This is an optimization exercise on Yosys and OpenROAD, whose aim is small area, not a production implementation.
Where RTL was checked, it was by simulation tests only, not by an equivalence proof against the original.

Design mini_fir, start of the top module:
module mini_fir #(
    parameter NUM = 1
)(
    input        clk,
    input        rst_n,
    input  [3:0] i_addr,
    input  [7:0] i_data_wr,
    input        i_wr,
    input        i_rd,
    output [7:0] o_data_rd,
    input  [7:0] i_din,
    output reg [7:0] o_dout
);
Size in the first run: roughly 1600 cells after synthesis, roughly 150 flip-flops.
export LEC_CHECK = 0
export ABC_AREA = 1
export CAP_MARGIN = 20
export CORE_MARGIN = 2
export CORE_UTILIZATION = 65
export GPL_TIMING_DRIVEN = 0
export SLEW_MARGIN = 20
export SYNTH_HIERARCHICAL = 1
create_clock -name core_clock -period 5.5 [get_ports {clk}]
run.sh (not shown) runs the stock make flow with config.mk's settings and CLKGATE_MAP_FILE= SYNTH_SCRIPT=/design/flow/synth_recipe.tcl, a recipe that flattens the netlist after the stock synthesis.
The baseline completed without violations.
Change:
- CORE_UTILIZATION: 65 -> 40
- GPL_TIMING_DRIVEN: 0 -> default
=>
- area after synthesis does not change
- first-iteration DRC count went down by 30%
- core utilization went down by 27 points

========
## try-juniper
Another version of the RTL of mini_fir (not shown whole).
Size in the first run: about 150 flip-flops, roughly 0.015 mm2 of cells after synthesis.
clock: 5.5 ns
lec_check: 0
cap_margin: 20
core_margin: 2
core_utilization: 65
cts_buf_list: sky130_fd_sc_hd__clkbuf_8
cts_cluster_diameter: 30
gpl_timing_driven: 0
place_density: 0.75
slew_margin: 20
synth_hierarchical: 1
standard.sh (not shown) runs the stock make flow with config.mk's settings and CLKGATE_MAP_FILE= SYNTH_SCRIPT=/design/flow/synth_recipe.tcl, a recipe that flattens the netlist after the stock synthesis.
==> flow/flow/run.sh <==
#!/bin/bash
# The standard layout, with two changes:
# - the port buffers are the smallest buffer (sky130_fd_sc_hd__buf_1) instead
#   of ORFS's default choice;
# - clock tree synthesis adds no dummy loads to balance the tree's leaves
#   (the other CTS arguments are the ones ORFS builds from config.mk).
set -euo pipefail
bash standard.sh \
  "BUFFER_PORTS_ARGS=-buffer_cell sky130_fd_sc_hd__buf_1" \
  "CTS_ARGS=-sink_clustering_enable -repair_clock_nets -sink_clustering_max_diameter 30 -buf_list sky130_fd_sc_hd__clkbuf_8 -dont_use_dummy_load" \
  finish > standard.log 2>&1
Input changes introduced in try-cedar (baseline for comparison: try-juniper):
- SLEW_MARGIN now 5, was 20
- CAP_MARGIN now 5, was 20
- PLACE_DENSITY no longer set, was 0.75
==> summary.txt <==
try-cedar vs try-juniper, total met3 wirelength after detailed routing went up by about 2%.
Taking try-juniper as the reference, in try-cedar area taken by flip-flops and latches saw little to no change; fraction of final layout cells with drive strength greater than 1 saw a decrease; non-clock buffer count saw little to no change.
Final cell count essentially unchanged between try-juniper and try-cedar.
> inputs changed (try-cedar -> try-nickel)
- changing CAP_MARGIN from 5 to 20
- changing SLEW_MARGIN from 5 to 20
Findings:
- Re clock network latency to the later pin of the worst-skew pair: try-nickel is 0.02 ns up on try-cedar.
- Worst-case setup margin in the final layout across try-nickel and try-cedar: no real change.
- Logic depth of the worst setup path including buffers came out exactly the same in try-nickel and try-cedar.

========
Another version of the RTL of mini_fir (not shown whole).
For scale: about 1,600 cells after synthesis, roughly 150 flip-flops, roughly 40 I/O pins, about 16,000 µm² of cells after synthesis.
make LEC_CHECK=0 ABC_AREA=1 CAP_MARGIN=20 CORE_MARGIN=2 CORE_UTILIZATION=65 CTS_BUF_LIST='sky130_fd_sc_hd__clkbuf_4 sky130_fd_sc_hd__clkbuf_16' GPL_TIMING_DRIVEN=0 SLEW_MARGIN=20 SYNTH_HIERARCHICAL=1 finish   # period 5.5 ns
run.sh (not shown) runs the stock make flow with config.mk's settings and CLKGATE_MAP_FILE= SYNTH_SCRIPT=/design/flow/synth_recipe.tcl, a recipe that flattens the netlist after the stock synthesis.
Stock flow here: none of the scripts above is used.
The starting point went through all stages and came out clean.
Then changed:
Settings changed: CTS_BUF_LIST sky130_fd_sc_hd__clkbuf_4 sky130_fd_sc_hd__clkbuf_16 to sky130_fd_sc_hd__clkbuf_8.
Result: Hold slack is about the same; via count shrinks by 0.70%; sequential cell count does not change; global-route usage is lower by 0.42 points; synthesized cell count stays the same; first-iteration DRC count came out lower by 7.6%; worst setup slack is better by 0.0091 ns; core utilization shrinks by 0.75 points.
Then changed:
Settings changed: CTS_CLUSTER_SIZE set to 10.
=> Synthesized area does not change; register-to-register slack hardly moves; worst setup slack does not change; die area is unchanged.
Function was not checked in any run of this note: the RTL went through the layout flow alone.

========
job 4535:
mini_fir, a different RTL version from the one above (not shown whole).
Size: roughly 1300 cells after synthesis, about 150 flip-flops.
clock: 5.5 ns
lec_check: 0
cap_margin: 20
core_margin: 2
core_utilization: 62
cts_buf_list: sky130_fd_sc_hd__clkbuf_8
cts_cluster_diameter: 30
gpl_timing_driven: 0
slew_margin: 20
synth_hierarchical: 1
standard.sh (not shown) runs the stock make flow with config.mk's settings and CLKGATE_MAP_FILE= SYNTH_SCRIPT=/design/flow/synth_recipe.tcl, a recipe that flattens the netlist after the stock synthesis.
Scripts as last shown in full above: flow/flow/run.sh
Both conditions hold for job 4535: the flow ran to the end and the final layout passed the timing, DRC and antenna checks.
What job 4584 does differently from job 4535 at the input level:
Settings: swapping 62 for 68 in CORE_UTILIZATION.
## What came out
- Job 4535 reached the end of the flow, and the finished layout is clean on the timing, DRC and antenna checks.
- Job 4584: flow completed, timing, DRC and antenna clean
- The global-route met2 utilization in job 4584 sits 3.5 points above the value recorded for job 4535.
- u_fir_ctrl.o_coeff_02[5] as the worst setup path startpoint was reported by job 4584, and u_fir_ctrl.o_coeff_01[6] by job 4535.
- Diff job 4535 -> job 4584 | total global-route track usage | increase of 3.5 points
- Of job 4535 and job 4584, job 4584 shows the lower post-route worst hold slack, with job 4535 above it.
[inputs] job 1096 vs job 4584
Settings: swapping 68 for 65 in CORE_UTILIZATION.
Delta (job 1096 minus job 4584): total detailed-routing wirelength decreased about 3.2%; non-clock buffer count lower; summed area of non-filler cells in the final layout down about 0.4%. Overall die height was lower in job 4584 than in job 1096.

what the ideal ports hide:
The results above use ideal ports. As a check the final layouts listed here were re-extracted and re-timed, cells and wires unchanged. Step 1: set_driving_cell puts a clkbuf_16 on clk and a buf_2 on each other input, an assumption about the parent block. Step 2 also shifts input and output timing later by t, the mid clock arrival at the registers, as if the neighbouring blocks saw the same clock. a / b / c = no drivers / after step 1 / after step 2; a / b = the first two.
| run | t (ns) | setup slack, ns | hold slack, ns | worst setup path after step 2 | worst slew at a driven data input, ns |
|---|---|---|---|---|---|
| the first run of note 1 | 0.494 | 0.083 / 0.083 / 0.083 | 0.346 / 0.346 / 0.346 | register to register | 0.04 |
| the second run of note 1 | 0.480 | 0.296 / 0.296 / 0.296 | 0.451 / 0.451 / 0.451 | register to register | 0.07 |
| try-juniper | 0.499 | 0.113 / 0.113 / 0.113 | 0.501 / 0.473 / 0.528 | register to register | 0.03 |
| try-cedar | 0.491 | 0.153 / 0.153 / 0.153 | 0.453 / 0.430 / 0.517 | register to register | 0.03 |
| try-nickel | 0.495 | 0.152 / 0.152 / 0.152 | 0.517 / 0.517 / 0.517 | register to register | 0.03 |
| the first run of note 3 | 0.488 | 0.111 / 0.111 / 0.111 | 0.350 / 0.350 / 0.350 | register to register | 0.04 |
| the second run of note 3 | 0.534 | 0.120 / 0.120 / 0.120 | 0.351 / 0.351 / 0.351 | register to register | 0.05 |
| the third run of note 3 | 0.534 | 0.120 / 0.120 / 0.120 | 0.351 / 0.351 / 0.351 | register to register | 0.05 |
| job 4535 | 0.501 | 0.126 / 0.126 / 0.126 | 0.499 / 0.499 / 0.499 | register to register | 0.03 |
| job 4584 | 0.506 | 0.135 / 0.135 / 0.135 | 0.444 / 0.419 / 0.484 | register to register | 0.03 |
| job 1096 | 0.485 | 0.161 / 0.161 / 0.161 | 0.493 / 0.493 / 0.493 | register to register | 0.04 |
After both steps every run listed still meets setup and hold.
